From an optimization exercise on the open Yosys and OpenROAD flow, aimed at small area; shortcuts taken in it are not production practice.
No functional check of the RTL was part of any run shown here.
Power and IR drop assume default switching activity.

==> flow/run.sh <==
#!/bin/bash
# synth_recipe.tcl (not shown) runs the flow's synth.tcl, then flattens the netlist and writes it again
# the make line also repeats each setting of config.mk as NAME=value (left out here)
make -C /OpenROAD-flow-scripts/flow DESIGN_CONFIG=/design/flow/config.mk WORK_HOME=/design/flow/orfs CLKGATE_MAP_FILE= SYNTH_SCRIPT=/design/flow/synth_recipe.tcl finish
==> flow/config.mk <==
export PLATFORM = sky130hd
export DESIGN_NAME = top
export DESIGN_NICKNAME = top
export VERILOG_FILES = /design/flow/design.v
export SDC_FILE = /design/flow/constraint.sdc
export NUM_CORES = 4
export LEC_CHECK = 0
export CAP_MARGIN = 20
export CORE_MARGIN = 2
export CORE_UTILIZATION = 40
export SLEW_MARGIN = 20
==> flow/constraint.sdc <==
create_clock -name core_clock -period 11.0 [get_ports {clk}]
set_input_delay 2.2000 -clock core_clock [delete_from_list [all_inputs] [get_ports {clk}]]
set_output_delay 2.2000 -clock core_clock [all_outputs]
set_load 0.01 [all_outputs]
==> flow/design.v <==
module delay #(
    parameter int N = 16,
    parameter [N-1:0] TAPS = '0,
    parameter [N-1:0] R    = '0,
    parameter [N-1:0] W    = '0,
    parameter [N-1:0] MASK = '1,   
    parameter [N-1:0] P    = '0    
)(
    input  clk,
    input  rst,
    input  btn,
    output delay_en
);
    reg [N-1:0] q;
    wire [N-1:0] s = q ^ P;
    assign delay_en = ((s & MASK) == (W & MASK));
    wire fb = (^(s & TAPS)) ^ delay_en;
    always @(posedge clk or posedge rst) begin
        if (rst)       q <= R ^ P;
        else if (!btn) q <= R ^ P;
        else           q <= {s[N-2:0], fb} ^ P;
    end
endmodule
module rca #(parameter int N = 8) (
    input  [N-1:0] a,
    input  [N-1:0] b,
    input          ci,
    output [N-1:0] s,
    output         co
);
    wire [N:0] c;
    assign c[0] = ci;
    genvar i;
    for (i = 0; i < N; i++) begin : g
        assign s[i]   = a[i] ^ b[i] ^ c[i];
        assign c[i+1] = (a[i] & b[i]) | (c[i] & (a[i] ^ b[i]));
    end
    assign co = c[N];
endmodule
module inc #(parameter int N = 8) (
    input  [N-1:0] a,
    input          ci,
    output [N-1:0] s
);
    wire [N:0] c;
    assign c[0] = ci;
    genvar i;
    for (i = 0; i < N; i++) begin : g
        assign s[i]   = a[i] ^ c[i];
        assign c[i+1] = a[i] & c[i];
    end
endmodule
module vga_controller (
    input clk,
    input rst,
    output video_on,
    output hsync,
    output vsync,
    output reg [11:0] h_count,
    output reg [10:0] v_count
);
    wire [11:0] h = h_count;
    wire [10:0] v = v_count;
    wire h_end = h[11] & h[7] & h[4] & h[2] & h[1] & h[0];           
    wire v_end = v[10] & v[6] & v[5] & v[2];                         
    wire [11:0] h_inc;
    wire [10:0] v_inc;
    inc #(12) hi (.a(h), .ci(1'b1), .s(h_inc));
    inc #(11) vi (.a(v), .ci(1'b1), .s(v_inc));
    always @(posedge clk or posedge rst) begin
        if (rst)        h_count <= 12'd0;
        else if (h_end) h_count <= 12'd0;
        else            h_count <= h_inc;
    end
    always @(posedge clk or posedge rst) begin
        if (rst)        v_count <= 11'd0;
        else if (h_end) v_count <= v_end ? 11'd0 : v_inc;
    end
    assign hsync = (h[10] & h[9] & h[8] & h[7] & h[6] & (h[5] | (h[4] & h[3]))) |
                   (h[11] & ~(h[8] | h[7] | h[6] | h[5] | h[4] | h[3] | h[2]));
    assign vsync = v[10] & ((~v[6] & v[5] & v[4] & v[3] & v[2]) |
                            (v[6] & ~(v[5] | v[4] | v[3] | v[2] | v[1] | v[0])));
    assign video_on = ~h[11] & ~(h[10] & h[9] & h[8] & h[7]) &
                      (~v[10] | (~v[6] & ~(v[5] & v[4] & v[3])));
endmodule
module rectangle (
    input clk,
    input rst,
    input btnU,
    input btnD,
    output reg [8:0] pos
);
    wire up, down;
    wire at_bot = pos[8] & pos[7] & pos[4] & pos[3] & pos[1];    
    wire at_top = (pos == 9'd0);
    wire en_d = down & ~at_bot;
    wire en_u = ~down & up & ~at_top;
    wire [8:0] nxt;
    rca #(9) add (.a(pos), .b({{6{en_u}}, en_d, en_u, en_d | en_u}), .ci(1'b0),
                  .s(nxt), .co());
    always @(posedge clk or posedge rst) begin
        if (rst) pos <= 9'd0;
        else     pos <= nxt;
    end
    delay #(.N(16), .TAPS(16'hD008), .R(16'hC01C), .W(16'h401C), .MASK(16'hFFEF), .P(16'h5555))
        delay_i_u (.clk(clk), .rst(rst), .btn(btnU), .delay_en(up));
    delay #(.N(16), .TAPS(16'hD008), .R(16'hC01C), .W(16'h401C), .MASK(16'hFFEF), .P(16'h5555))
        delay_i_d (.clk(clk), .rst(rst), .btn(btnD), .delay_en(down));
endmodule
module circle (
    input clk,
    input rst,
    input  [8:0] pos_l,        
    input  [8:0] pos_r,
    output reg [10:0] nhp,
    output reg [9:0]  nvp
);
    reg dir_right, dir_down;
    wire move_tick;
    wire [10:0] hp = ~nhp;
    wire [9:0]  vp = ~nvp;
    wire [8:0] pc = hp[10] ? pos_r : pos_l;
    wire in_h = (hp <= 11'd260) || (hp >= 11'd1640);
    wire [9:0] f_hi;
    wire f_co;
    rca #(9) fadd (.a(pc), .b(nvp[9:1]), .ci(1'b0), .s(f_hi[8:0]), .co(f_co));
    assign f_hi[9] = f_co;
    wire [10:0] f = {f_hi, nvp[0]};
    wire hit = in_h && (f >= 11'd713) && (f <= 11'd1083);
    delay #(.N(13), .TAPS(13'h100D), .R(13'h11F9), .W(13'h01F9), .MASK(13'h1EF7))
        delay_i_u (.clk(clk), .rst(rst), .btn(1'b1), .delay_en(move_tick));
    wire h_max = hp[10] & hp[9] & hp[8] & hp[6] & hp[1] & hp[0];
    wire h_min = ~(hp[10] | hp[9] | hp[8] | hp[7] | hp[6] | hp[1]);
    wire v_max = vp[9] & vp[8] & vp[7] & vp[6] & vp[5] & vp[4] & vp[3] & vp[1] & vp[0];
    wire v_min = ~(vp[9] | vp[8] | vp[7] | vp[6] | vp[1]);
    wire en_h = move_tick & ~(dir_right ? h_max : h_min);
    wire en_v = move_tick & ~(dir_down ? v_max : v_min);
    wire [10:0] nhp_m;
    wire [9:0]  nvp_m;
    rca #(11) hadd (.a(nhp), .b({{10{en_h & dir_right}}, en_h}), .ci(1'b0), .s(nhp_m), .co());
    rca #(10) vadd (.a(nvp), .b({{9{en_v & dir_down}}, en_v}), .ci(1'b0), .s(nvp_m), .co());
    always @(posedge clk or posedge rst) begin
        if (rst) begin
            nhp <= ~11'd479;
            dir_right <= 1'b1;
            nvp <= ~10'd270;
            dir_down <= 1'b1;
        end else if (hit) begin
            nhp <= ~11'd479;
            dir_right <= 1'b1;
            nvp <= ~10'd270;
            dir_down <= 1'b1;
        end else begin
            nhp <= nhp_m;
            nvp <= nvp_m;
            if (move_tick) begin
                if (dir_right ? h_max : h_min) dir_right <= ~dir_right;
                if (dir_down ? v_max : v_min) dir_down <= ~dir_down;
            end
        end
    end
endmodule
module circle_hit (
    input  [11:0] h,
    input  [10:0] v,
    input  [10:0] nhp,
    input  [9:0]  nvp,
    output hit
);
    wire t0 = ~(h[0] ^ nhp[0]);
    wire t1 = h[0] | nhp[0];
    wire t2 = h[1] ^ nhp[1] ^ t1;
    wire t3 = (h[1] & nhp[1]) | (t1 & (h[1] ^ nhp[1]));
    wire t4 = h[2] ^ nhp[2] ^ t3;
    wire t5 = (h[2] & nhp[2]) | (t3 & (h[2] ^ nhp[2]));
    wire t6 = h[3] ^ nhp[3] ^ t5;
    wire t7 = (h[3] & nhp[3]) | (t5 & (h[3] ^ nhp[3]));
    wire t8 = h[4] ^ nhp[4] ^ t7;
    wire t9 = (h[4] & nhp[4]) | (t7 & (h[4] ^ nhp[4]));
    wire t10 = h[5] ^ nhp[5] ^ t9;
    wire t11 = (h[5] & nhp[5]) | (t9 & (h[5] ^ nhp[5]));
    wire t12 = h[6] ^ nhp[6] ^ t11;
    wire t13 = (h[6] & nhp[6]) | (t11 & (h[6] ^ nhp[6]));
    wire t14 = h[7] ^ nhp[7] ^ t13;
    wire t15 = (h[7] & nhp[7]) | (t13 & (h[7] ^ nhp[7]));
    wire t16 = h[8] ^ nhp[8] ^ t15;
    wire t17 = (h[8] & nhp[8]) | (t15 & (h[8] ^ nhp[8]));
    wire t18 = h[9] ^ nhp[9] ^ t17;
    wire t19 = (h[9] & nhp[9]) | (t17 & (h[9] ^ nhp[9]));
    wire t20 = h[10] ^ nhp[10] ^ t19;
    wire t21 = (h[10] & nhp[10]) | (t19 & (h[10] ^ nhp[10]));
    wire t22 = ~(h[11] ^ t21);
    wire t23 = ~(v[0] ^ nvp[0]);
    wire t24 = v[0] | nvp[0];
    wire t25 = v[1] ^ nvp[1] ^ t24;
    wire t26 = (v[1] & nvp[1]) | (t24 & (v[1] ^ nvp[1]));
    wire t27 = v[2] ^ nvp[2] ^ t26;
    wire t28 = (v[2] & nvp[2]) | (t26 & (v[2] ^ nvp[2]));
    wire t29 = v[3] ^ nvp[3] ^ t28;
    wire t30 = (v[3] & nvp[3]) | (t28 & (v[3] ^ nvp[3]));
    wire t31 = v[4] ^ nvp[4] ^ t30;
    wire t32 = (v[4] & nvp[4]) | (t30 & (v[4] ^ nvp[4]));
    wire t33 = v[5] ^ nvp[5] ^ t32;
    wire t34 = (v[5] & nvp[5]) | (t32 & (v[5] ^ nvp[5]));
    wire t35 = v[6] ^ nvp[6] ^ t34;
    wire t36 = (v[6] & nvp[6]) | (t34 & (v[6] ^ nvp[6]));
    wire t37 = v[7] ^ nvp[7] ^ t36;
    wire t38 = (v[7] & nvp[7]) | (t36 & (v[7] ^ nvp[7]));
    wire t39 = v[8] ^ nvp[8] ^ t38;
    wire t40 = (v[8] & nvp[8]) | (t38 & (v[8] ^ nvp[8]));
    wire t41 = v[9] ^ nvp[9] ^ t40;
    wire t42 = (v[9] & nvp[9]) | (t40 & (v[9] ^ nvp[9]));
    wire t43 = ~(v[10] ^ t42);
    wire t44 = t2 & ~t0;
    wire t45 = t2 & t0;
    wire t46 = t4 & ~t2;
    wire t47 = t4 & t2;
    wire t48 = t6 & ~t4;
    wire t49 = t6 & t4;
    wire t50 = t8 & ~t6;
    wire t51 = t8 & t6;
    wire t52 = t10 & ~t8;
    wire t53 = t10 & t8;
    wire t54 = t12 & ~t10;
    wire t55 = t12 & t10;
    wire t56 = t14 & ~t12;
    wire t57 = t14 & t12;
    wire t58 = t16 & ~t14;
    wire t59 = t16 & t14;
    wire t60 = t18 & ~t16;
    wire t61 = t18 & t16;
    wire t62 = t20 & ~t18;
    wire t63 = t0 & t4;
    wire t64 = t0 & t6;
    wire t65 = t0 & t8;
    wire t66 = t0 & t10;
    wire t67 = t0 & t12;
    wire t68 = t0 & t14;
    wire t69 = t0 & t16;
    wire t70 = t0 & t18;
    wire t71 = t0 & t20;
    wire t72 = t2 & t6;
    wire t73 = t2 & t8;
    wire t74 = t2 & t10;
    wire t75 = t2 & t12;
    wire t76 = t2 & t14;
    wire t77 = t2 & t16;
    wire t78 = t2 & t18;
    wire t79 = t2 & t20;
    wire t80 = t4 & t8;
    wire t81 = t4 & t10;
    wire t82 = t4 & t12;
    wire t83 = t4 & t14;
    wire t84 = t4 & t16;
    wire t85 = t4 & t18;
    wire t86 = t4 & t20;
    wire t87 = t6 & t10;
    wire t88 = t6 & t12;
    wire t89 = t6 & t14;
    wire t90 = t6 & t16;
    wire t91 = t6 & t18;
    wire t92 = t6 & t20;
    wire t93 = t8 & t12;
    wire t94 = t8 & t14;
    wire t95 = t8 & t16;
    wire t96 = t8 & t18;
    wire t97 = t8 & t20;
    wire t98 = t10 & t14;
    wire t99 = t10 & t16;
    wire t100 = t10 & t18;
    wire t101 = t10 & t20;
    wire t102 = t12 & t16;
    wire t103 = t12 & t18;
    wire t104 = t12 & t20;
    wire t105 = t14 & t18;
    wire t106 = t14 & t20;
    wire t107 = t16 & t20;
    wire t108 = t22 & t0;
    wire t109 = t22 & ~t0;
    wire t110 = t22 & ~t2;
    wire t111 = t22 & ~t4;
    wire t112 = t22 & ~t6;
    wire t113 = t22 & ~t8;
    wire t114 = t22 & ~t10;
    wire t115 = t22 & ~t12;
    wire t116 = t22 & ~t14;
    wire t117 = t22 & ~t16;
    wire t118 = t25 & ~t23;
    wire t119 = t25 & t23;
    wire t120 = t27 & ~t25;
    wire t121 = t27 & t25;
    wire t122 = t29 & ~t27;
    wire t123 = t29 & t27;
    wire t124 = t31 & ~t29;
    wire t125 = t31 & t29;
    wire t126 = t33 & ~t31;
    wire t127 = t33 & t31;
    wire t128 = t35 & ~t33;
    wire t129 = t35 & t33;
    wire t130 = t37 & ~t35;
    wire t131 = t37 & t35;
    wire t132 = t39 & ~t37;
    wire t133 = t39 & t37;
    wire t134 = t41 & ~t39;
    wire t135 = t41 & t39;
    wire t136 = t23 & t27;
    wire t137 = t23 & t29;
    wire t138 = t23 & t31;
    wire t139 = t23 & t33;
    wire t140 = t23 & t35;
    wire t141 = t23 & t37;
    wire t142 = t23 & t39;
    wire t143 = t23 & t41;
    wire t144 = t25 & t29;
    wire t145 = t25 & t31;
    wire t146 = t25 & t33;
    wire t147 = t25 & t35;
    wire t148 = t25 & t37;
    wire t149 = t25 & t39;
    wire t150 = t25 & t41;
    wire t151 = t27 & t31;
    wire t152 = t27 & t33;
    wire t153 = t27 & t35;
    wire t154 = t27 & t37;
    wire t155 = t27 & t39;
    wire t156 = t27 & t41;
    wire t157 = t29 & t33;
    wire t158 = t29 & t35;
    wire t159 = t29 & t37;
    wire t160 = t29 & t39;
    wire t161 = t29 & t41;
    wire t162 = t31 & t35;
    wire t163 = t31 & t37;
    wire t164 = t31 & t39;
    wire t165 = t31 & t41;
    wire t166 = t33 & t37;
    wire t167 = t33 & t39;
    wire t168 = t33 & t41;
    wire t169 = t35 & t39;
    wire t170 = t35 & t41;
    wire t171 = t37 & t41;
    wire t172 = t43 & t23;
    wire t173 = t43 & ~t23;
    wire t174 = t43 & ~t25;
    wire t175 = t43 & ~t27;
    wire t176 = t43 & ~t29;
    wire t177 = t43 & ~t31;
    wire t178 = t43 & ~t33;
    wire t179 = t43 & ~t35;
    wire t180 = t43 & ~t37;
    wire t181 = t43 & ~t39;
    wire t182 = t43 & t41;
    wire t183 = t51 ^ t69;
    wire t184 = t51 & t69;
    wire t185 = t52 ^ t70 ^ t77;
    wire t186 = (t52 & t70) | (t77 & (t52 ^ t70));
    wire t187 = t53 ^ t71 ^ t78;
    wire t188 = (t53 & t71) | (t78 & (t53 ^ t71));
    wire t189 = t84 ^ t89 ^ t93;
    wire t190 = (t84 & t89) | (t93 & (t84 ^ t89));
    wire t191 = t54 ^ t79 ^ t85;
    wire t192 = (t54 & t79) | (t85 & (t54 ^ t79));
    wire t193 = t90 ^ t94 ^ t108;
    wire t194 = (t90 & t94) | (t108 & (t90 ^ t94));
    wire t195 = t128 ^ t156;
    wire t196 = t128 & t156;
    wire t197 = t55 ^ t86 ^ t91;
    wire t198 = (t55 & t86) | (t91 & (t55 ^ t86));
    wire t199 = t95 ^ t98 ^ t109;
    wire t200 = (t95 & t98) | (t109 & (t95 ^ t98));
    wire t201 = t110 ^ t129 ^ t161;
    wire t202 = (t110 & t129) | (t161 & (t110 ^ t129));
    wire t203 = t56 ^ t92 ^ t96;
    wire t204 = (t56 & t92) | (t96 & (t56 ^ t92));
    wire t205 = t99 ^ t111;
    wire t206 = t99 & t111;
    wire t207 = t57 ^ t97 ^ t100;
    wire t208 = (t57 & t97) | (t100 & (t57 ^ t97));
    wire t209 = t49 ^ t67 ^ t74;
    wire t210 = (t49 & t67) | (t74 & (t49 ^ t67));
    wire t211 = t50 ^ t68 ^ t75;
    wire t212 = (t50 & t68) | (t75 & (t50 ^ t68));
    wire t213 = t81 ^ t124;
    wire t214 = t81 & t124;
    wire t215 = t183 ^ t76 ^ t82;
    wire t216 = (t183 & t76) | (t82 & (t183 ^ t76));
    wire t217 = t87 ^ t125 ^ t142;
    wire t218 = (t87 & t125) | (t142 & (t87 ^ t125));
    wire t219 = t148 ^ t153;
    wire t220 = t148 & t153;
    wire t221 = t185 ^ t83 ^ t88;
    wire t222 = (t185 & t83) | (t88 & (t185 ^ t83));
    wire t223 = t126 ^ t143 ^ t149;
    wire t224 = (t126 & t143) | (t149 & (t126 ^ t143));
    wire t225 = t154 ^ t158 ^ t184;
    wire t226 = (t154 & t158) | (t184 & (t154 ^ t158));
    wire t227 = t187 ^ t189 ^ t127;
    wire t228 = (t187 & t189) | (t127 & (t187 ^ t189));
    wire t229 = t150 ^ t155 ^ t159;
    wire t230 = (t150 & t155) | (t159 & (t150 ^ t155));
    wire t231 = t162 ^ t172 ^ t186;
    wire t232 = (t162 & t172) | (t186 & (t162 ^ t172));
    wire t233 = t191 ^ t193 ^ t195;
    wire t234 = (t191 & t193) | (t195 & (t191 ^ t193));
    wire t235 = t160 ^ t163 ^ t173;
    wire t236 = (t160 & t163) | (t173 & (t160 ^ t163));
    wire t237 = t174 ^ t188 ^ t190;
    wire t238 = (t174 & t188) | (t190 & (t174 ^ t188));
    wire t239 = t197 ^ t199 ^ t201;
    wire t240 = (t197 & t199) | (t201 & (t197 ^ t199));
    wire t241 = t164 ^ t166 ^ t175;
    wire t242 = (t164 & t166) | (t175 & (t164 ^ t166));
    wire t243 = t192 ^ t194 ^ t196;
    wire t244 = (t192 & t194) | (t196 & (t192 ^ t194));
    wire t245 = t203 ^ t205 ^ t130;
    wire t246 = (t203 & t205) | (t130 & (t203 ^ t205));
    wire t247 = t165 ^ t167 ^ t176;
    wire t248 = (t165 & t167) | (t176 & (t165 ^ t167));
    wire t249 = t198 ^ t200 ^ t202;
    wire t250 = (t198 & t200) | (t202 & (t198 ^ t200));
    wire t251 = t207 ^ t102 ^ t112;
    wire t252 = (t207 & t102) | (t112 & (t207 ^ t102));
    wire t253 = t131 ^ t168 ^ t169;
    wire t254 = (t131 & t168) | (t169 & (t131 ^ t168));
    wire t255 = t177 ^ t204 ^ t206;
    wire t256 = (t177 & t204) | (t206 & (t177 ^ t204));
    wire t257 = t58 ^ t101 ^ t103;
    wire t258 = (t58 & t101) | (t103 & (t58 ^ t101));
    wire t259 = t113 ^ t132 ^ t170;
    wire t260 = (t113 & t132) | (t170 & (t113 ^ t132));
    wire t261 = t178 ^ t208;
    wire t262 = t178 & t208;
    wire t263 = t59 ^ t104 ^ t105;
    wire t264 = (t59 & t104) | (t105 & (t59 ^ t104));
    wire t265 = t114 ^ t133 ^ t171;
    wire t266 = (t114 & t133) | (t171 & (t114 ^ t133));
    wire t267 = t60 ^ t106;
    wire t268 = t60 & t106;
    wire t269 = t47 ^ t65 ^ t72;
    wire t270 = (t47 & t65) | (t72 & (t47 ^ t65));
    wire t271 = t48 ^ t66 ^ t73;
    wire t272 = (t48 & t66) | (t73 & (t48 ^ t66));
    wire t273 = t122 ^ t139;
    wire t274 = t122 & t139;
    wire t275 = t209 ^ t80 ^ t123;
    wire t276 = (t209 & t80) | (t123 & (t209 ^ t80));
    wire t277 = t140 ^ t146 ^ t151;
    wire t278 = (t140 & t146) | (t151 & (t140 ^ t146));
    wire t279 = t211 ^ t213 ^ t141;
    wire t280 = (t211 & t213) | (t141 & (t211 ^ t213));
    wire t281 = t147 ^ t152 ^ t210;
    wire t282 = (t147 & t152) | (t210 & (t147 ^ t152));
    wire t283 = t215 ^ t217 ^ t219;
    wire t284 = (t215 & t217) | (t219 & (t215 ^ t217));
    wire t285 = t157 ^ t212 ^ t214;
    wire t286 = (t157 & t212) | (t214 & (t157 ^ t212));
    wire t287 = t221 ^ t223 ^ t225;
    wire t288 = (t221 & t223) | (t225 & (t221 ^ t223));
    wire t289 = t216 ^ t218 ^ t220;
    wire t290 = (t216 & t218) | (t220 & (t216 ^ t218));
    wire t291 = t227 ^ t229 ^ t231;
    wire t292 = (t227 & t229) | (t231 & (t227 ^ t229));
    wire t293 = t222 ^ t224 ^ t226;
    wire t294 = (t222 & t224) | (t226 & (t222 ^ t224));
    wire t295 = t233 ^ t235 ^ t237;
    wire t296 = (t233 & t235) | (t237 & (t233 ^ t235));
    wire t297 = t228 ^ t230 ^ t232;
    wire t298 = (t228 & t230) | (t232 & (t228 ^ t230));
    wire t299 = t239 ^ t241 ^ t243;
    wire t300 = (t239 & t241) | (t243 & (t239 ^ t241));
    wire t301 = t234 ^ t236 ^ t238;
    wire t302 = (t234 & t236) | (t238 & (t234 ^ t236));
    wire t303 = t245 ^ t247 ^ t249;
    wire t304 = (t245 & t247) | (t249 & (t245 ^ t247));
    wire t305 = t240 ^ t242 ^ t244;
    wire t306 = (t240 & t242) | (t244 & (t240 ^ t242));
    wire t307 = t251 ^ t253 ^ t255;
    wire t308 = (t251 & t253) | (t255 & (t251 ^ t253));
    wire t309 = t246 ^ t248 ^ t250;
    wire t310 = (t246 & t248) | (t250 & (t246 ^ t248));
    wire t311 = t257 ^ t259 ^ t261;
    wire t312 = (t257 & t259) | (t261 & (t257 ^ t259));
    wire t313 = t252 ^ t254 ^ t256;
    wire t314 = (t252 & t254) | (t256 & (t252 ^ t254));
    wire t315 = t263 ^ t265 ^ t179;
    wire t316 = (t263 & t265) | (t179 & (t263 ^ t265));
    wire t317 = t258 ^ t260 ^ t262;
    wire t318 = (t258 & t260) | (t262 & (t258 ^ t260));
    wire t319 = t267 ^ t115 ^ t134;
    wire t320 = (t267 & t115) | (t134 & (t267 ^ t115));
    wire t321 = t180 ^ t264 ^ t266;
    wire t322 = (t180 & t264) | (t266 & (t180 ^ t264));
    wire t323 = t61 ^ t107 ^ t116;
    wire t324 = (t61 & t107) | (t116 & (t61 ^ t107));
    wire t325 = t135 ^ t181 ^ t268;
    wire t326 = (t135 & t181) | (t268 & (t135 ^ t181));
    wire t327 = t62 ^ t117;
    wire t328 = t62 & t117;
    wire t329 = t45 ^ t63;
    wire t330 = t45 & t63;
    wire t331 = t46 ^ t64 ^ t120;
    wire t332 = (t46 & t64) | (t120 & (t46 ^ t64));
    wire t333 = t269 ^ t121 ^ t138;
    wire t334 = (t269 & t121) | (t138 & (t269 ^ t121));
    wire t335 = t271 ^ t273 ^ t145;
    wire t336 = (t271 & t273) | (t145 & (t271 ^ t273));
    wire t337 = t275 ^ t277 ^ t272;
    wire t338 = (t275 & t277) | (t272 & (t275 ^ t277));
    wire t339 = t279 ^ t281 ^ t276;
    wire t340 = (t279 & t281) | (t276 & (t279 ^ t281));
    wire t341 = t283 ^ t285 ^ t280;
    wire t342 = (t283 & t285) | (t280 & (t283 ^ t285));
    wire t343 = t287 ^ t289 ^ t284;
    wire t344 = (t287 & t289) | (t284 & (t287 ^ t289));
    wire t345 = t291 ^ t293 ^ t288;
    wire t346 = (t291 & t293) | (t288 & (t291 ^ t293));
    wire t347 = t295 ^ t297 ^ t292;
    wire t348 = (t295 & t297) | (t292 & (t295 ^ t297));
    wire t349 = t299 ^ t301 ^ t296;
    wire t350 = (t299 & t301) | (t296 & (t299 ^ t301));
    wire t351 = t303 ^ t305 ^ t300;
    wire t352 = (t303 & t305) | (t300 & (t303 ^ t305));
    wire t353 = t307 ^ t309 ^ t304;
    wire t354 = (t307 & t309) | (t304 & (t307 ^ t309));
    wire t355 = t311 ^ t313 ^ t308;
    wire t356 = (t311 & t313) | (t308 & (t311 ^ t313));
    wire t357 = t315 ^ t317 ^ t312;
    wire t358 = (t315 & t317) | (t312 & (t315 ^ t317));
    wire t359 = t319 ^ t321 ^ t316;
    wire t360 = (t319 & t321) | (t316 & (t319 ^ t321));
    wire t361 = t323 ^ t325 ^ t320;
    wire t362 = (t323 & t325) | (t320 & (t323 ^ t325));
    wire t363 = t327 ^ t182 ^ t324;
    wire t364 = (t327 & t182) | (t324 & (t327 ^ t182));
    wire t365 = t329 ^ t119;
    wire t366 = t329 & t119;
    wire t367 = t331 ^ t137 ^ t330;
    wire t368 = (t331 & t137) | (t330 & (t331 ^ t137));
    wire t369 = t333 ^ t144 ^ t332;
    wire t370 = (t333 & t144) | (t332 & (t333 ^ t144));
    wire t371 = t335 ^ t270 ^ t334;
    wire t372 = (t335 & t270) | (t334 & (t335 ^ t270));
    wire t373 = t337 ^ t274 ^ t336;
    wire t374 = (t337 & t274) | (t336 & (t337 ^ t274));
    wire t375 = t339 ^ t278 ^ t338;
    wire t376 = (t339 & t278) | (t338 & (t339 ^ t278));
    wire t377 = t341 ^ t282 ^ t340;
    wire t378 = (t341 & t282) | (t340 & (t341 ^ t282));
    wire t379 = t343 ^ t286 ^ t342;
    wire t380 = (t343 & t286) | (t342 & (t343 ^ t286));
    wire t381 = t345 ^ t290 ^ t344;
    wire t382 = (t345 & t290) | (t344 & (t345 ^ t290));
    wire t383 = t347 ^ t294 ^ t346;
    wire t384 = (t347 & t294) | (t346 & (t347 ^ t294));
    wire t385 = t349 ^ t298 ^ t348;
    wire t386 = (t349 & t298) | (t348 & (t349 ^ t298));
    wire t387 = t351 ^ t302 ^ t350;
    wire t388 = (t351 & t302) | (t350 & (t351 ^ t302));
    wire t389 = t353 ^ t306 ^ t352;
    wire t390 = (t353 & t306) | (t352 & (t353 ^ t306));
    wire t391 = t355 ^ t310 ^ t354;
    wire t392 = (t355 & t310) | (t354 & (t355 ^ t310));
    wire t393 = t357 ^ t314 ^ t356;
    wire t394 = (t357 & t314) | (t356 & (t357 ^ t314));
    wire t395 = t359 ^ t318 ^ t358;
    wire t396 = (t359 & t318) | (t358 & (t359 ^ t318));
    wire t397 = t361 ^ t322 ^ t360;
    wire t398 = (t361 & t322) | (t360 & (t361 ^ t322));
    wire t399 = t363 ^ t326 ^ t362;
    wire t400 = (t363 & t326) | (t362 & (t363 ^ t326));
    wire t401 = t0 ^ t23;
    wire t402 = t0 & t23;
    wire t403 = t44 ^ t118;
    wire t404 = t44 & t118;
    wire t405 = t365 ^ t136 ^ t404;
    wire t406 = (t365 & t136) | (t404 & (t365 ^ t136));
    wire t407 = t367 ^ t366 ^ t406;
    wire t408 = (t367 & t366) | (t406 & (t367 ^ t366));
    wire t409 = t369 ^ t368 ^ t408;
    wire t410 = (t369 & t368) | (t408 & (t369 ^ t368));
    wire t411 = t371 ^ t370 ^ t410;
    wire t412 = (t371 & t370) | (t410 & (t371 ^ t370));
    wire t413 = t373 ^ t372 ^ t412;
    wire t414 = (t373 & t372) | (t412 & (t373 ^ t372));
    wire t415 = t375 ^ t374 ^ t414;
    wire t416 = (t375 & t374) | (t414 & (t375 ^ t374));
    wire t417 = t377 ^ t376 ^ t416;
    wire t418 = (t377 & t376) | (t416 & (t377 ^ t376));
    wire t419 = t379 ^ t378 ^ t418;
    wire t420 = (t379 & t378) | (t418 & (t379 ^ t378));
    wire t421 = t381 ^ t380 ^ t420;
    wire t422 = (t381 & t380) | (t420 & (t381 ^ t380));
    wire t423 = t383 ^ t382;
    wire t424 = t383 | t382;
    wire t425 = t385 ^ t384;
    wire t426 = t385 | t384;
    wire t427 = t387 ^ t386;
    wire t428 = t387 | t386;
    wire t429 = t389 ^ t388;
    wire t430 = t389 | t388;
    wire t431 = t391 ^ t390;
    wire t432 = t391 | t390;
    wire t433 = t393 ^ t392;
    wire t434 = t393 | t392;
    wire t435 = t395 ^ t394;
    wire t436 = t395 | t394;
    wire t437 = t397 ^ t396;
    wire t438 = t397 | t396;
    wire t439 = t399 ^ t398;
    wire t440 = t399 | t398;
    wire [11:0] s = {t421, t419, t417, t415, t413, t411, t409, t407, t405, t403, t402, t401};
    wire high_zero = ~(t423 ^ t422) &
                     ~(t425 ^ t424) &
                     ~(t427 ^ t426) &
                     ~(t429 ^ t428) &
                     ~(t431 ^ t430) &
                     ~(t433 ^ t432) &
                     ~(t435 ^ t434) &
                     ~(t437 ^ t436) &
                     ~(t439 ^ t438);
    assign hit = high_zero &
                 ~(s[11] & s[10] & s[9] & ((|s[8:5]) | (s[4] & (|s[3:0]))));
endmodule
module top(
    input  clk     ,
    input  rst     ,
    input  btnU    ,
    input  btnD    ,
    input  btnL    ,
    input  btnR    ,
    output       Hsync   ,
    output       Vsync   ,
    output [3:0] vgaRed  ,
    output [3:0] vgaGreen,
    output [3:0] vgaBlue
);
    wire [11:0] h_count;
    wire [10:0] v_count;
    wire video_on;
    wire [8:0] pos_l, pos_r;
    wire [10:0] nhp;
    wire [9:0]  nvp;
    wire circ;
    reg  white;    
    vga_controller vga_ctrl (
        .clk(clk), .rst(rst), .video_on(video_on), .hsync(Hsync), .vsync(Vsync),
        .h_count(h_count), .v_count(v_count));
    rectangle rectangle_left_i  (.clk(clk), .rst(rst), .btnU(btnU), .btnD(btnR), .pos(pos_l));
    rectangle rectangle_right_i (.clk(clk), .rst(rst), .btnU(btnL), .btnD(btnD), .pos(pos_r));
    circle color_i (.clk(clk), .rst(rst), .pos_l(pos_l), .pos_r(pos_r), .nhp(nhp), .nvp(nvp));
    circle_hit circle_hit_i (.h(h_count), .v(v_count), .nhp(nhp), .nvp(nvp), .hit(circ));
    wire [11:0] h = h_count;
    wire in_l = (h >= 12'd100) && (h <= 12'd200);
    wire in_r = (h >= 12'd1700) && (h <= 12'd1800);
    wire [8:0] pr = h[10] ? pos_r : pos_l;
    wire [9:0] dq;
    wire nb;
    rca #(10) dsub (.a(v_count[10:1]), .b({1'b1, ~pr}), .ci(1'b1), .s(dq), .co(nb));
    wire rows = nb & ((dq < 10'd125) | ((dq == 10'd125) & ~v_count[0]));
    wire rect = (in_l | in_r) & rows;
    always @(posedge clk or posedge rst) begin
        if (rst) white <= 1'b0;
        else     white <= video_on & (rect | circ);
    end
    assign vgaRed   = {4{video_on}};
    assign vgaGreen = {4{video_on & white}};
    assign vgaBlue  = {4{video_on & white}};
endmodule
==> out/qor.log, run 1 <==
[power_and_ir_drop] Peak supply drop 241 µV
[floorplan] vertical die dimension 172 µm
[global_route] wire length of the first global-routing pass 37500 µm
[logic_synthesis] fraction of registers with async set or reset after synthesis 100%
[logic_synthesis] flip-flop and latch count after synthesis 142
[layout] # diodes 0
[sta] Final TNS setup 0 ps
[power_and_ir_drop] pwr dens 319 nW/µm²
[logic_synthesis] count of mapped cells out of synthesis 1034
[logic_synthesis] dominant register cell in the synthesized netlist sky130_fd_sc_hd__dfrtp_1
[run_status] outcome no timing/DRC/antenna violations
[routing] routed via count divided by cell count 4.72
[worst_setup_path] Critical Path Slowest Stage Cell sky130_fd_sc_hd__fa_1
[place] post-placement setup slack 1650 ps
[sta] final number of hold-violating endpoints 0
[place] placed wire-length estimate 16700 µm
[logic_synthesis] sequential area share after synthesis 31.9%
[global_route] vias in the first global route 7316
[routing] count of nets left with antenna violations after detail routing 0
[sta] setup slack after layout 1680 ps
[logic_synthesis] Synth warnings 6
[layout] core utilization of the finished layout 44.6%
[floorplan] Core ar. 27800 µm²
[logic_synthesis] number of enable flip-flop cells after synthesis 0
[cts] buffers from clock root to sink, at most 2
[worst_setup_path] element type at the critical path start flip-flop
[cts] postcts setup bufs 0
[routing] number of violations reported at the end of detailed-routing iteration 0 300
[routing] top layer in use met4
[cts] number of sinks on the clock net 142
[layout] area occupied by registers 3610 µm²
[cts] total number of H-tree levels 4
[worst_setup_path] CP max stage delay 770 ps
[sta] Least-Margin Pin Slew 1090 ps
[cts] number of clock buffers inserted by TritonCTS 17
[worst_setup_path] CP max FO 10
[worst_setup_path] kind of end point of the critical path flip-flop
[logic_synthesis] nets in the synthesized netlist 1259
[routing] Routed WL per cell 15.1 µm
[floorplan] floorplan die area 29600 µm²
[routing] metal3 WL 561 µm
[layout] non-filler cells, final 1421
[place] GP Congestion 0.801
[cts] clock tree from TritonCTS done
[floorplan] Initial Utilization 40.7%
[global_route] Tot GR Track Use 16.2%
[place] cell total after placement 1389
[global_route] antenna violations before repair 0
[cts] Root Buffer Master sky130_fd_sc_hd__clkbuf_16
[sta] relative slew slack 26.8%
[layout] commonest non-fill, non-tap cells in the layout sky130_fd_sc_hd__inv_1 (181), sky130_fd_sc_hd__fa_1 (170), sky130_fd_sc_hd__dfrtp_1 (95)
[floorplan] overall die width 172 µm
[sta] setup-violating endpoint count in the final report 0
[layout] share of cells above drive strength 1 12.3%
[power_and_ir_drop] leakage component of the power 5.52 nW
[cts] count of hold-fix buffers inserted at cts 0
[flow_run] maximum capacitance violations 0
[layout] Multi-input gate area 6820 µm²
[power_and_ir_drop] post-route total power 3.95 mW
[sta] fin crit period 9320 ps
[worst_setup_path] Worst Path Required 11350 ps
[routing] length of the first detailed-routing pass in iterations 4
[global_route] pin count of the biggest net entering global routing 87
[worst_setup_path] CP Class flip-flop to flip-flop
[layout] post-synthesis to final-layout area growth 9.52%
[logic_synthesis] synthesized area divided by synthesized cell count 10.9 µm²
[cts] Clk Latency, worst-skew pair 420 ps
[place] count of buffers inserted at the top-level ports 19
[logic_synthesis] area share of the leading cell type in the synthesized netlist 30.1%
[routing] total detailed-routing wirelength 21400 µm
[layout] most frequent standard cell in the layout excluding fill and tap cells sky130_fd_sc_hd__inv_1
[cts] Clock transition at path regs 70 ps
[routing] WL met2 10200 µm
[logic_synthesis] Distinct cells, synth 54
[logic_synthesis] top cells by area, synth sky130_fd_sc_hd__fa_1 (30%), sky130_fd_sc_hd__dfrtp_1 (21%), sky130_fd_sc_hd__dfstp_2 (11%)
[sta] RSZ-0062 raised after global routing false
[routing] via count 6702
[global_route] remaining global-route overflow 0
[sta] final critical-path share of the clock period 84.7%
[sta] maximum operating frequency 107 MHz
[floorplan] count of boundary I/O pins 20
[logic_synthesis] cell accounting for the most synthesized area sky130_fd_sc_hd__fa_1
[layout] filler cell count 2637
[worst_setup_path] cell mode on critical path sky130_fd_sc_hd__fa_1
[routing] remaining design rule violation count 0
[logic_synthesis] cell area after synthesis 11300 µm²
[cts] Resized cells post-CTS 0
[sta] final count of pins violating max slew 0
[worst_setup_path] CP arrival 9670 ps
[floorplan] Placement Rows 61
[layout] final-stage net count 1255
[routing] length of routed wiring on met1 10500 µm
[worst_hold_path] worst min path class flip-flop to flip-flop
[sta] largest clock skew in the final design 11.5 ps
-- cell type report --
cell class | instances | area share [%]
timing repair buffer | 20 | 1.60
clock buffer | 18 | 3.54
clock inverter | 14 | 1.32
tap | 378 | 3.82
sequential | 142 | 29.2
inverter | 182 | 5.55
multi-input combinational | 667 | 55.0
-- critical path, delay by kind of cell, from the launching register on --
| kind | cells | cell delay [ps] |
|---|---|---|
| xor gates and xnor gates | 1 | 170 |
| DFF | 1 | 390 |
| and+or+nand+nor | 3 | 540 |
| AOI/OAI and AO/OA | 1 | 160 |
| buffers and inverters | 7 | 470 |
| adders and majority gates | 17 | 7520 |
-- kinds of logic (layout without fill, tap and decap cells) --
logic type	Yosys count	in the layout	synth area share (%)
XOR/XNOR	43	43	3.33
AO/OA/AOI/OAI	42	42	2.40
adder cells (fa/ha/maj)	219	219	35.5
AND/OR/NAND/NOR	344	344	17.2
multiplexers	19	19	1.77
flip-flops	142	142	31.9
buffers and inverters	225	234	7.85
-- power breakdown --
group	switching [mW]	internal [mW]
Clock	0.255	0.332
Combinational	1.41	1.25
Sequential	0.0990	0.604
-- Yosys cell counts, drive strengths merged (5+ instances only) --
master  count
inv       182
fa        170
dfrtp      95
nor2b      79
nand2      60
nor2       54
ha         49
dfstp      47
or2        31
and2       29
xnor2      29
clkbuf     28
nand2b     25
buf        15
xor2       14
nor3       13
o21ai      13
mux2i      11
nor4       11
nand4       9
mux2        8
a21oi       7
nand3       7
nor4b       6
a31oi       5
-- layer usage --
| layer | global-route usage (%) | vias to the layer above |
|---|---|---|
| met5 | 0 | - |
| li1 | - | 3154 |
| met1 | 23.4 | 3445 |
| met3 | 2.45 | 23 |
| met2 | 26.2 | 80 |
| met4 | 3.29 | 0 |
-- state kept, by name (all words and copies together), names as in the netlist, 9 cells and up --
signal / flops
color_i.delay_i_u.q: 13
color_i.nhp: 11
color_i.nvp: 10
rectangle_left_i.delay_i_d.q: 16
rectangle_left_i.delay_i_u.q: 16
rectangle_left_i.pos: 9
rectangle_right_i.delay_i_d.q: 16
rectangle_right_i.delay_i_u.q: 16
rectangle_right_i.pos: 9
vga_ctrl.h_count: 12
vga_ctrl.v_count: 11
-- per-stage QoR --
stage | hold WS, ps | cell area [µm²]
final | 362 | 12400
after CTS | 361 | 12400
after global routing | 365 | 12400
after global placement | 357 | 11800
after floorplan | 347 | 11300
after detailed placement | 357 | 11800
-- final timing paths --
kind	startpoint	slack (ps)	cells after the start	end
setup reg to reg	vga_ctrl.h_count[0]	1680	29	white
hold / removal	color_i.delay_i_u.q[4]	360	0	color_i.delay_i_u.q[5]
hold reg to reg	color_i.delay_i_u.q[4]	360	0	color_i.delay_i_u.q[5]
min in group asynchronous	rst	2310	2	rectangle_left_i.delay_i_d.q[4]
setup / recovery	vga_ctrl.h_count[0]	1680	29	white
max in group asynchronous	rst	7430	3	color_i.delay_i_u.q[1]
==> run 2, diff against run 1 <==
--- a/flow/config.mk
+++ b/flow/config.mk
@@ -7,5 +7,5 @@
 export LEC_CHECK = 0
 export CAP_MARGIN = 20
 export CORE_MARGIN = 2
-export CORE_UTILIZATION = 40
+export CORE_UTILIZATION = 75
 export SLEW_MARGIN = 20
==> run 2 against run 1 <==
  * Synthesized cell count did not move
  * Count of clock-buffer cells in the layout did not move
  * First-iteration DRC count rose by 65%
  * Flip-flop and latch count did not move
  * Cell count fell by 14%
  * Power rose by 0.35%
  * Non-clock buffer count rose by 1
  * Combinational power barely moved
  * Via count rose by 4.0%
  * Core utilization rose by 38 points
  * Critical path type unchanged
==> out/qor.log, run 2 <==
[cts] postcts setup bufs 0 [unchanged]
[layout] share of cells above drive strength 1 12.3% [about the same]
[place] GP Congestion 0.817 [+1.9%]
[layout] most frequent standard cell in the layout excluding fill and tap cells sky130_fd_sc_hd__inv_1
[cts] number of sinks on the clock net 142 [unchanged]
[global_route] remaining global-route overflow 0 [unchanged]
[floorplan] floorplan die area 16100 µm² [-46%]
[sta] fin crit period 9300 ps [-17.2 ps]
[cts] Clk Latency, worst-skew pair 430 ps [about the same]
[worst_setup_path] element type at the critical path start flip-flop
[logic_synthesis] number of enable flip-flop cells after synthesis 0 [unchanged]
[worst_setup_path] Critical Path Slowest Stage Cell sky130_fd_sc_hd__xor2_1
[worst_setup_path] CP arrival 9650 ps [-20 ps]
[power_and_ir_drop] pwr dens 327 nW/µm² [+2.5%]
[global_route] pin count of the biggest net entering global routing 77 [-11%]
[routing] remaining design rule violation count 0 [unchanged]
[routing] metal3 WL 968 µm [+73%]
[logic_synthesis] dominant register cell in the synthesized netlist sky130_fd_sc_hd__dfrtp_1
[cts] total number of H-tree levels 4 [unchanged]
[routing] via count 6969 [+4.0%]
[worst_setup_path] Worst Path Required 11350 ps [about the same]
[cts] number of clock buffers inserted by TritonCTS 17 [unchanged]
[sta] relative slew slack 31.6% [+4.8 points]
[logic_synthesis] area share of the leading cell type in the synthesized netlist 30.1% [unchanged]
[power_and_ir_drop] Peak supply drop 469 µV [+95%]
[global_route] wire length of the first global-routing pass 38300 µm [+2.1%]
[layout] commonest non-fill, non-tap cells in the layout sky130_fd_sc_hd__inv_1 (181), sky130_fd_sc_hd__fa_1 (170), sky130_fd_sc_hd__dfrtp_1 (95)
[floorplan] Placement Rows 44 [-28%]
[power_and_ir_drop] leakage component of the power 5.50 nW [-0.29%]
[cts] Root Buffer Master sky130_fd_sc_hd__clkbuf_16
[layout] final-stage net count 1256 [+0.080%]
[global_route] vias in the first global route 7644 [+4.5%]
[sta] largest clock skew in the final design 23.4 ps [+12.0 ps]
[sta] RSZ-0062 raised after global routing false
[cts] clock tree from TritonCTS done
[sta] final number of hold-violating endpoints 0 [unchanged]
[floorplan] count of boundary I/O pins 20 [unchanged]
[logic_synthesis] top cells by area, synth sky130_fd_sc_hd__fa_1 (30%), sky130_fd_sc_hd__dfrtp_1 (21%), sky130_fd_sc_hd__dfstp_2 (11%)
[sta] Hold WS 368 ps [+6.48 ps]
[place] placed wire-length estimate 16100 µm [-3.5%]
[flow_run] maximum capacitance violations 0 [unchanged]
[logic_synthesis] synth cell count leaders sky130_fd_sc_hd__inv_1 (182), sky130_fd_sc_hd__fa_1 (170), sky130_fd_sc_hd__dfrtp_1 (95)
[global_route] antenna violations before repair 0 [unchanged]
[floorplan] Initial Utilization 77.3% [+37 points]
[power_and_ir_drop] post-route total power 3.97 mW [+0.35%]
[place] cell total after placement 1196 [-14%]
[power_and_ir_drop] switching power of the nets 1.77 mW [+0.25%]
[cts] count of hold-fix buffers inserted at cts 0 [unchanged]
[logic_synthesis] nets in the synthesized netlist 1259 [unchanged]
[sta] final count of pins violating max slew 0 [unchanged]
[floorplan] vertical die dimension 127 µm [-26%]
[layout] non-filler cells, final 1228 [-14%]
[floorplan] overall die width 127 µm [-26%]
[worst_setup_path] FF-to-FF path depth 31 [+6.9%]
[logic_synthesis] sequential area share after synthesis 31.9% [unchanged]
[sta] Final TNS setup 0 ps [unchanged]
[sta] Least-Margin Pin Slew 1020 ps [-70.8 ps]
[power_and_ir_drop] Power Internal 2.19 mW [+0.43%]
[layout] post-synthesis to final-layout area growth 7.24%
[worst_setup_path] kind of end point of the critical path flip-flop
[floorplan] Core ar. 14600 µm² [-47%]
[logic_synthesis] synthesized area divided by synthesized cell count 10.9 µm² [unchanged]
[routing] length of routed wiring on met1 9550 µm [-8.9%]
[routing] Routed WL per cell 18.0 µm [+19%]
[sta] final critical-path share of the clock period 84.5% [-0.16 points]
[routing] count of nets left with antenna violations after detail routing 0 [unchanged]
[global_route] Tot GR Track Use 30.9% [+15 points]
[logic_synthesis] Synth warnings 6 [unchanged]
[cts] buffers from clock root to sink, at most 2 [unchanged]
[logic_synthesis] cell area after synthesis 11300 µm² [unchanged]
[layout] # diodes 0 [unchanged]
[logic_synthesis] leading cell type by number of instances after synthesis sky130_fd_sc_hd__inv_1
[power_and_ir_drop] Clock Power Share 14.5% [-0.4 points]
[logic_synthesis] cell accounting for the most synthesized area sky130_fd_sc_hd__fa_1
[worst_setup_path] cell mode on critical path sky130_fd_sc_hd__fa_1
[routing] top layer in use met4
[routing] routed via count divided by cell count 5.68 [+20%]
[logic_synthesis] count of mapped cells out of synthesis 1034 [unchanged]
[cts] Clock transition at path regs 70 ps [about the same]
[worst_setup_path] CP Class flip-flop to flip-flop
[worst_hold_path] worst min path class flip-flop to flip-flop
[worst_setup_path] CP max FO 10 [unchanged]
[place] count of buffers inserted at the top-level ports 19 [unchanged]
[logic_synthesis] fraction of registers with async set or reset after synthesis 100% [unchanged]
[cts] Resized cells post-CTS 0 [unchanged]
[routing] length of the first detailed-routing pass in iterations 5 [+1]
[power_and_ir_drop] combinational share of power 67.7% [+0.3 points]
[sta] maximum operating frequency 108 MHz [+0.19%]
[routing] WL met2 11100 µm [+8.7%]
[logic_synthesis] Distinct cells, synth 54 [unchanged]
[logic_synthesis] flip-flop and latch count after synthesis 142 [unchanged]
[worst_setup_path] CP max stage delay 540 ps [-230 ps]
[power_and_ir_drop] sequential fraction of design power 17.8% [about the same]
[power_and_ir_drop] share of total power consumed by net switching 44.7% [about the same]
[routing] number of violations reported at the end of detailed-routing iteration 0 496 [+65%]
[sta] setup-violating endpoint count in the final report 0 [unchanged]
[worst_hold_path] number of instances on the worst hold path 0 [unchanged]
[run_status] outcome no timing/DRC/antenna violations
[routing] total detailed-routing wirelength 22100 µm [+3.0%]
run 2: cell count changes in the layout (fill, tap and decap cells not counted):
cell	previous run	this run
sky130_fd_sc_hd__buf_4	1	2
sky130_fd_sc_hd__clkinv_8	1	0
sky130_fd_sc_hd__clkinvlp_4	0	3
sky130_fd_sc_hd__inv_8	5	2
sky130_fd_sc_hd__o21ai_2	1	0
sky130_fd_sc_hd__o21ai_1	0	1
sky130_fd_sc_hd__inv_6	7	8
run 2: final cells by class:
class | instances | area [µm²]
sequential | 142 | 3610
tap | 184 | 230
clock buffer | 18 | 439
fill | 820 | 2510
clock inverter | 14 | 145
inverter | 182 | 688
timing repair buffer | 21 | 205
multi-input combinational | 667 | 6810
run 2: metrics by stage:
stage               util, %  setup WS [ps]  instance area (µm²)
floorplan                 -           2040                11300
global placement       78.9           1840                11500
detailed placement     78.9           1680                11500
CTS                    82.9           1670                12100
global route           82.9           1110                12100
finish                 82.9           1700                12100
run 2: power by group through the flow:
stage	logic, mW	clock network [mW]	registers (mW)
final	2.68	0.575	0.707
after global placement	2.62	0	0.711
after floorplan	2.14	0	0.670
after detailed placement	2.71	0	0.711
after CTS	2.75	0.583	0.706
after global routing	3.10	0.608	0.719
run 2: metal layers:
metal	vias to the layer above	GRT usage, %
met1	3592	43.6
met2	187	49.7
met3	35	5.78
met4	0	10.2
li1	3155	-
met5	-	0
run 2: logic make-up (layout without fill, tap and decap cells):
kind of cell	count (synthesis)	after routing	synth area share, %
compound gates	42	42	2.40
xor+xnor	43	43	3.33
fa+ha+maj	219	219	35.5
buf+inv	225	235	7.85
flops	142	142	31.9
mux	19	19	1.77
simple gates	344	344	17.2
run 2: worst paths after layout:
kind	start	to	slack (ps)
worst max-delay path	vga_ctrl.h_count[0]	white	1700
worst min-delay path	color_i.delay_i_u.q[5]	color_i.delay_i_u.q[6]	370
worst max register to register	vga_ctrl.h_count[0]	white	1700
worst min register to register	color_i.delay_i_u.q[5]	color_i.delay_i_u.q[6]	370
max in group asynchronous	rst	white	7440
min in group asynchronous	rst	rectangle_left_i.delay_i_d.q[5]	2250
run 2: worst max-delay path: cells and delay by family (launching register included):
kind / cells / cell delay (ps)
adder cells (fa/ha/maj): 17 / 6850
XOR/XNOR: 2 / 670
AND/OR/NAND/NOR: 3 / 650
buffers and inverters: 8 / 550
flip-flops: 1 / 390
AO/OA/AOI/OAI: 1 / 160
==> run 3, diff against run 2 <==
--- a/flow/config.mk
+++ b/flow/config.mk
@@ -7,5 +7,6 @@
 export LEC_CHECK = 0
 export CAP_MARGIN = 20
 export CORE_MARGIN = 2
-export CORE_UTILIZATION = 75
+export CORE_UTILIZATION = 40
+export CTS_BUF_LIST = sky130_fd_sc_hd__clkbuf_8
 export SLEW_MARGIN = 20
==> run 3 against run 2 <==
  * Still clean
  * Critical path depth fell by 2
  * Combinational power about the same
  * Sequential share of layout area down 0.16 points
  * Clock skew is 7.0 ps lower
  * Setup slack worse by 1.8 ps
  * First-iteration DRC count fell by 43%
  * Hold slack got worse by 8.1 ps
  * Count of clock-buffer cells in the layout unchanged
==> out/qor.log, run 3 <==
[worst_setup_path] element type at the critical path start flip-flop
[power_and_ir_drop] Power Internal 2.05 mW [-6.5%]
[power_and_ir_drop] post-route total power 3.80 mW [-4.1%]
[floorplan] count of boundary I/O pins 20 [unchanged]
[power_and_ir_drop] Peak supply drop 241 µV [-49%]
[worst_setup_path] Critical Path Slowest Stage Cell sky130_fd_sc_hd__fa_1
[logic_synthesis] synthesized area divided by synthesized cell count 10.9 µm² [unchanged]
[logic_synthesis] leading cell type by number of instances after synthesis sky130_fd_sc_hd__inv_1
[cts] number of clock buffers inserted by TritonCTS 17 [unchanged]
[layout] most frequent standard cell in the layout excluding fill and tap cells sky130_fd_sc_hd__inv_1
[worst_setup_path] CP max FO 10 [unchanged]
[worst_setup_path] Reg2Reg Launch Point vga_ctrl.h_count[0]
[power_and_ir_drop] leakage component of the power 5.43 nW [-1.3%]
[cts] Clk Latency, worst-skew pair 460 ps [+30 ps]
[worst_setup_path] CP max stage delay 780 ps [+240 ps]
[routing] count of nets left with antenna violations after detail routing 0 [unchanged]
[sta] relative slew slack 27.7% [-3.9 points]
[cts] clock tree from TritonCTS done
[layout] # diodes 0 [unchanged]
[logic_synthesis] cell accounting for the most synthesized area sky130_fd_sc_hd__fa_1
[layout] commonest non-fill, non-tap cells in the layout sky130_fd_sc_hd__inv_1 (181), sky130_fd_sc_hd__fa_1 (170), sky130_fd_sc_hd__dfrtp_1 (95)
[layout] post-synthesis to final-layout area growth 7.83%
[sta] final critical-path share of the clock period 84.6% [about the same]
[power_and_ir_drop] share of total power consumed by net switching 46.0% [+1.4 points]
[worst_setup_path] family with the most delay on the worst path adder cells
[global_route] pin count of the biggest net entering global routing 87 [+13%]
[worst_setup_path] CP Class flip-flop to flip-flop
[floorplan] Initial Utilization 40.7% [-37 points]
[logic_synthesis] fraction of registers with async set or reset after synthesis 100% [unchanged]
[flow_run] maximum capacitance violations 0 [unchanged]
[power_and_ir_drop] switching power of the nets 1.75 mW [-1.1%]
[floorplan] floorplan die area 29600 µm² [+84%]
[worst_hold_path] Hold Startpoint color_i.delay_i_u.q[4]
[sta] Least-Margin Pin Slew 1080 ps [+58.4 ps]
[sta] final number of hold-violating endpoints 0 [unchanged]
[sta] RSZ-0062 raised after global routing false
[logic_synthesis] top cells by area, synth sky130_fd_sc_hd__fa_1 (30%), sky130_fd_sc_hd__dfrtp_1 (21%), sky130_fd_sc_hd__dfstp_2 (11%)
[routing] via count 6721 [-3.6%]
[sta] fin crit period 9300 ps [+1.83 ps]
[global_route] Tot GR Track Use 16.3% [-15 points]
[global_route] wire length of the first global-routing pass 37500 µm [-2.0%]
[logic_synthesis] sequential area share after synthesis 31.9% [unchanged]
[routing] total detailed-routing wirelength 21500 µm [-2.8%]
[cts] Root Buffer Master sky130_fd_sc_hd__clkbuf_8
[routing] routed via count divided by cell count 4.73 [-17%]
[sta] maximum operating frequency 108 MHz [about the same]
[routing] length of the first detailed-routing pass in iterations 6 [+1]
[logic_synthesis] nets in the synthesized netlist 1259 [unchanged]
[worst_setup_path] critical path buffer and inverter count 7 [-1]
[routing] number of violations reported at the end of detailed-routing iteration 0 283 [-43%]
[power_and_ir_drop] sequential fraction of design power 18.4% [+0.6 points]
[worst_setup_path] Worst Path Required 11400 ps [+50 ps]
[layout] final-stage net count 1255 [-0.080%]
[power_and_ir_drop] pwr dens 312 nW/µm² [-4.6%]
[power_and_ir_drop] combinational share of power 70.1% [+2.4 points]
[global_route] vias in the first global route 7284 [-4.7%]
[routing] remaining design rule violation count 0 [unchanged]
[worst_setup_path] CP arrival 9700 ps [+50 ps]
[global_route] antenna violations before repair 0 [unchanged]
[run_status] outcome no timing/DRC/antenna violations
[floorplan] Core ar. 27800 µm² [+90%]
[logic_synthesis] cell area after synthesis 11300 µm² [unchanged]
[floorplan] vertical die dimension 172 µm [+36%]
[cts] number of sinks on the clock net 142 [unchanged]
[sta] final count of pins violating max slew 0 [unchanged]
[logic_synthesis] flip-flop and latch count after synthesis 142 [unchanged]
[layout] share of cells above drive strength 1 12.3% [about the same]
[place] post-placement setup slack 1650 ps [-28.8 ps]
[layout] filler cell count 2656 [+220%]
[worst_hold_path] worst min path class flip-flop to flip-flop
[worst_setup_path] kind of end point of the critical path flip-flop
[logic_synthesis] area share of the leading cell type in the synthesized netlist 30.1% [unchanged]
[place] placed wire-length estimate 16700 µm [+3.6%]
[floorplan] overall die width 172 µm [+36%]
[sta] Hold WS 360 ps [-8.06 ps]
[worst_setup_path] cell mode on critical path sky130_fd_sc_hd__fa_1
[global_route] remaining global-route overflow 0 [unchanged]
[cts] Clock transition at path regs 100 ps [+30 ps]
[floorplan] Placement Rows 61 [+39%]
[cts] total number of H-tree levels 4 [unchanged]
[cts] count of hold-fix buffers inserted at cts 0 [unchanged]
[worst_setup_path] critical path startpoint vga_ctrl.h_count[0]
[logic_synthesis] synth cell count leaders sky130_fd_sc_hd__inv_1 (182), sky130_fd_sc_hd__fa_1 (170), sky130_fd_sc_hd__dfrtp_1 (95)
[logic_synthesis] dominant register cell in the synthesized netlist sky130_fd_sc_hd__dfrtp_1
[power_and_ir_drop] Clock Power Share 11.5% [-3.0 points]
[routing] Routed WL per cell 15.1 µm [-16%]
[logic_synthesis] number of enable flip-flop cells after synthesis 0 [unchanged]
[logic_synthesis] Distinct cells, synth 54 [unchanged]
[sta] setup-violating endpoint count in the final report 0 [unchanged]
[sta] setup slack after layout 1700 ps [-1.83 ps]
[cts] Resized cells post-CTS 0 [unchanged]
[logic_synthesis] Synth warnings 6 [unchanged]
[place] GP Congestion 0.801 [-1.9%]
[sta] largest clock skew in the final design 16.4 ps [-6.97 ps]
[cts] postcts setup bufs 0 [unchanged]
[place] count of buffers inserted at the top-level ports 19 [unchanged]
[sta] Final TNS setup 0 ps [unchanged]
[logic_synthesis] count of mapped cells out of synthesis 1034 [unchanged]
[cts] buffers from clock root to sink, at most 2 [unchanged]
run 3: cell counts after synthesis:
No cell type changed its count.
run 3: cell families (layout without fill, tap and decap cells):
family | after synthesis | in the layout | synth area share, %
AND/OR/NAND/NOR | 344 | 344 | 17.2
buffers and inverters | 225 | 234 | 7.85
adder cells (fa/ha/maj) | 219 | 219 | 35.5
flip-flops | 142 | 142 | 31.9
XOR/XNOR | 43 | 43 | 3.33
AO/OA/AOI/OAI | 42 | 42 | 2.40
multiplexers | 19 | 19 | 1.77
run 3: power by group through the flow:
stage | registers (mW) | logic (mW) | clock network, mW
CTS | 0.704 | 2.76 | 0.450
finish | 0.702 | 2.66 | 0.437
global route | 0.716 | 3.19 | 0.474
detailed placement | 0.713 | 2.74 | 0
floorplan | 0.670 | 2.14 | 0
global placement | 0.713 | 2.69 | 0
run 3: routing by layer:
layer	vias up	track usage (%)	share of wire [%]
met5	-	0	0
met3	22	2.31	2.5
met1	3458	23.4	49
met2	89	26.1	47
met4	0	4.17	1.3
li1	3152	-	-
run 3: final cells by class:
| class | instances | area [µm²] | share of cell area [%] |
|---|---|---|---|
| Timing Repair Buffer | 20 | 198 | 1.62 |
| Clock buffer | 18 | 248 | 2.03 |
| Clock inverter | 14 | 164 | 1.34 |
| Multi-Input combinational cell | 667 | 6820 | 55.9 |
| Inverter | 182 | 688 | 5.64 |
| Tap cell | 378 | 473 | 3.88 |
| Sequential cell | 142 | 3610 | 29.6 |
run 3: through the flow:
step | instance area [µm²] | util [%] | instances
finish | 12200 | 43.9 | 1421
CTS | 12200 | 43.9 | 1421
detailed placement | 11800 | 42.4 | 1389
floorplan | 11300 | - | 1034
global placement | 11800 | 42.4 | 1389
global route | 12200 | 43.9 | 1421
run 3: path summary, 6_finish.rpt:
check / endpoint / slack (ps) / cells after the start
max: white / 1700 / 29
max in group asynchronous: color_i.delay_i_u.q[2] / 7490 / 3
min in group asynchronous: rectangle_left_i.delay_i_d.q[4] / 2250 / 2
max reg2reg: white / 1700 / 29
min reg2reg: color_i.delay_i_u.q[5] / 360 / 0
min: color_i.delay_i_u.q[5] / 360 / 0
run 3: worst reg2reg max path, delay by kind of cell, from the launching register on:
family | cells | cell delay [ps]
fa+ha+maj | 17 | 7490
simple gates | 3 | 520
buf+inv | 7 | 480
flops | 1 | 400
compound gates | 1 | 160
xor+xnor | 1 | 170
==> run 4, diff against run 3 <==
--- a/flow/config.mk
+++ b/flow/config.mk
@@ -7,6 +7,8 @@
 export LEC_CHECK = 0
 export CAP_MARGIN = 20
 export CORE_MARGIN = 2
-export CORE_UTILIZATION = 40
-export CTS_BUF_LIST = sky130_fd_sc_hd__clkbuf_8
+export CORE_UTILIZATION = 70
+export CTS_BUF_LIST = sky130_fd_sc_hd__clkbuf_4 sky130_fd_sc_hd__clkbuf_8
+export CTS_CLUSTER_DIAMETER = 500
+export CTS_CLUSTER_SIZE = 100
 export SLEW_MARGIN = 20
==> run 4 against run 3 <==
  * Register-to-register slack lost 50 ps
  * Core utilization grew 32 points
  * Cell area shrank 1.6%
  * Area after synthesis is the same
  * Combinational power is essentially flat
  * First-iteration DRC count grew 46%
==> out/qor.log, run 4 <==
[sta] final count of pins violating max slew 0 [unchanged]
[layout] core utilization of the finished layout 75.9% [+32 points]
[worst_setup_path] flop-to-flop setup slack 1650 ps [-50 ps]
[global_route] remaining global-route overflow 0 [unchanged]
[worst_setup_path] CP max stage delay 550 ps [-230 ps]
[cts] postcts setup bufs 0 [unchanged]
[cts] Resized cells post-CTS 0 [unchanged]
[floorplan] floorplan die area 17200 µm² [-42%]
[sta] RSZ-0062 raised after global routing false
[cts] count of hold-fix buffers inserted at cts 0 [unchanged]
[layout] # diodes 0 [unchanged]
[place] standard cell area after detailed placement 11600 µm² [-1.7%]
[sta] relative slew slack 33.1% [+5.4 points]
[worst_setup_path] cell mode on critical path sky130_fd_sc_hd__fa_1
[cts] Clock transition at path regs 90 ps [about the same]
[worst_setup_path] FF-to-FF path depth 30 [+3.4%]
[cts] number of clock buffers inserted by TritonCTS 17 [unchanged]
[layout] post-route standard cell area excluding fillers 12000 µm² [-1.6%]
[worst_setup_path] Reg2Reg Launch Point vga_ctrl.h_count[0]
[layout] non-filler cells, final 1260 [-11%]
[logic_synthesis] synthesized area divided by synthesized cell count 10.9 µm² [unchanged]
[sta] setup slack after layout 1650 ps [-47.4 ps]
[global_route] antenna violations before repair 0 [unchanged]
[routing] routed via count divided by cell count 5.40 [+14%]
[worst_setup_path] worst flop-to-flop path endpoint white
[routing] total detailed-routing wirelength 21100 µm [-1.7%]
[sta] Final TNS setup 0 ps [unchanged]
[layout] most frequent standard cell in the layout excluding fill and tap cells sky130_fd_sc_hd__inv_1
[place] count of buffers inserted at the top-level ports 19 [unchanged]
[floorplan] overall die width 131 µm [-24%]
[floorplan] Initial Utilization 71.5% [+31 points]
[worst_setup_path] family with the most delay on the worst path adder cells
[worst_setup_path] critical path startpoint vga_ctrl.h_count[0]
[sta] Least-Margin Pin Slew 997 ps [-80.4 ps]
[routing] count of nets left with antenna violations after detail routing 0 [unchanged]
[sta] final critical-path share of the clock period 85.0% [+0.43 points]
[sta] maximum operating frequency 107 MHz [-0.51%]
[layout] commonest non-fill, non-tap cells in the layout sky130_fd_sc_hd__inv_1 (181), sky130_fd_sc_hd__fa_1 (170), sky130_fd_sc_hd__dfrtp_1 (95)
[routing] remaining design rule violation count 0 [unchanged]
[worst_hold_path] worst min path class flip-flop to flip-flop
[floorplan] Core ar. 15800 µm² [-43%]
[power_and_ir_drop] pwr dens 319 nW/µm² [+2.2%]
[worst_setup_path] CP arrival 9730 ps [+30 ps]
[logic_synthesis] number of enable flip-flop cells after synthesis 0 [unchanged]
[logic_synthesis] flip-flop and latch count after synthesis 142 [unchanged]
[logic_synthesis] cell accounting for the most synthesized area sky130_fd_sc_hd__fa_1
[logic_synthesis] dominant register cell in the synthesized netlist sky130_fd_sc_hd__dfrtp_1
[layout] post-synthesis to final-layout area growth 6.13%
[worst_hold_path] worst min-delay path endpoint color_i.delay_i_u.q[7]
[worst_hold_path] Hold Startpoint color_i.delay_i_u.q[6]
[worst_setup_path] Worst Path Required 11380 ps [-20 ps]
[logic_synthesis] Synth warnings 6 [unchanged]
[sta] final number of hold-violating endpoints 0 [unchanged]
[place] placed wire-length estimate 16100 µm [-3.2%]
[logic_synthesis] top cells by area, synth sky130_fd_sc_hd__fa_1 (30%), sky130_fd_sc_hd__dfrtp_1 (21%), sky130_fd_sc_hd__dfstp_2 (11%)
[worst_setup_path] Critical Path Slowest Stage Cell sky130_fd_sc_hd__xor2_1
[place] GP Congestion 0.856 [+6.8%]
[floorplan] count of boundary I/O pins 20 [unchanged]
[power_and_ir_drop] Peak supply drop 624 µV [+160%]
[run_status] outcome no timing/DRC/antenna violations
[logic_synthesis] synth cell count leaders sky130_fd_sc_hd__inv_1 (182), sky130_fd_sc_hd__fa_1 (170), sky130_fd_sc_hd__dfrtp_1 (95)
[sta] setup-violating endpoint count in the final report 0 [unchanged]
[routing] via count 6801 [+1.2%]
[logic_synthesis] leading cell type by number of instances after synthesis sky130_fd_sc_hd__inv_1
[cts] Clk Latency, worst-skew pair 450 ps [about the same]
[global_route] Tot GR Track Use 27.2% [+11 points]
[routing] length of the first detailed-routing pass in iterations 5 [-1]
[logic_synthesis] fraction of registers with async set or reset after synthesis 100% [unchanged]
[routing] number of violations reported at the end of detailed-routing iteration 0 412 [+46%]
[logic_synthesis] Distinct cells, synth 54 [unchanged]
[logic_synthesis] area share of the leading cell type in the synthesized netlist 30.1% [unchanged]
[logic_synthesis] count of mapped cells out of synthesis 1034 [unchanged]
[cts] total number of H-tree levels 4 [unchanged]
[cts] Root Buffer Master sky130_fd_sc_hd__clkbuf_8
[logic_synthesis] nets in the synthesized netlist 1259 [unchanged]
[logic_synthesis] cell area after synthesis 11300 µm² [unchanged]
[global_route] vias in the first global route 7340 [+0.77%]
[sta] largest clock skew in the final design 17.8 ps [+1.31 ps]
[place] cell total after placement 1228 [-12%]
[worst_hold_path] number of instances on the worst hold path 0 [unchanged]
[worst_setup_path] critical path buffer and inverter count 7 [unchanged]
[worst_setup_path] element type at the critical path start flip-flop
[worst_setup_path] Critical Path Stages 30 [+3.4%]
[power_and_ir_drop] leakage component of the power 5.43 nW [about the same]
[worst_setup_path] kind of end point of the critical path flip-flop
[layout] filler cell count 1074 [-60%]
[routing] Routed WL per cell 16.8 µm [+11%]
[place] post-placement setup slack 1590 ps [-58.8 ps]
[layout] final-stage net count 1256 [+0.080%]
[global_route] pin count of the biggest net entering global routing 90 [+3.4%]
[worst_setup_path] CP Class flip-flop to flip-flop
[worst_setup_path] CP max FO 10 [unchanged]
[sta] fin crit period 9350 ps [+47.4 ps]
[cts] number of sinks on the clock net 142 [unchanged]
[floorplan] Placement Rows 46 [-25%]
[cts] clock tree from TritonCTS done
[global_route] wire length of the first global-routing pass 36800 µm [-1.8%]
[flow_run] maximum capacitance violations 0 [unchanged]
[logic_synthesis] sequential area share after synthesis 31.9% [unchanged]
[layout] share of cells above drive strength 1 12.3% [about the same]
[cts] buffers from clock root to sink, at most 2 [unchanged]
[floorplan] vertical die dimension 131 µm [-24%]
[run 4: area by class of cell]
| cell class | instances | area [µm²] | share of cell area [%] |
|---|---|---|---|
| well taps | 216 | 270 | 2.25 |
| clock buffers | 18 | 248 | 2.06 |
| clock inverters | 14 | 170 | 1.42 |
| inverters | 182 | 688 | 5.73 |
| multi-input cells | 667 | 6810 | 56.7 |
| flip-flops and latches | 142 | 3610 | 30.1 |
| repair buffers | 21 | 205 | 1.71 |
[run 4: routing by layer]
metal  GRT usage (%)  vias to the layer above  part of all wire [%]
met3            4.09                       26                   3.2
met2            44.3                      124                    48
met1            39.1                     3507                    47
met5               0                        -                     0
li1                -                     3144                     -
met4            7.73                        0                   1.7
[run 4: how the worst max path moves through the flow]
stage	slack [ps]	to
finish	1650	white
global route	1180	white
CTS	1580	white
detailed placement	1590	white
global placement	1820	white
floorplan	2040	white
[run 4: cell families (layout without fill, tap and decap cells)]
group / after synthesis / after routing / share of synthesized area (%)
AND/OR/NAND/NOR: 344 / 344 / 17.2
buffers and inverters: 225 / 235 / 7.85
adder cells (fa/ha/maj): 219 / 219 / 35.5
flip-flops: 142 / 142 / 31.9
XOR/XNOR: 43 / 43 / 3.33
AO/OA/AOI/OAI: 42 / 42 / 2.40
multiplexers: 19 / 19 / 1.77
[run 4: power breakdown]
part | switching (mW) | internal [mW]
Combinational | 1.42 | 1.26
Sequential | 0.100 | 0.603
Clock | 0.230 | 0.216
Total | 1.75 | 2.08
[run 4: through the flow]
stage	total power, mW	hold slack, ps
floorplan	2.81	347
global placement	3.35	353
detailed placement	3.41	356
CTS	3.88	371
global route	4.32	380
finish	3.82	370

Re-timed with assumed drivers on the ports (clkbuf_16 on the clock, buf_2 on other inputs), run 4 has 1.651 ns of setup slack against 1.651 ns with ideal ports, and 1.651 ns once port delays also move by the mid clock arrival of 0.480 ns.
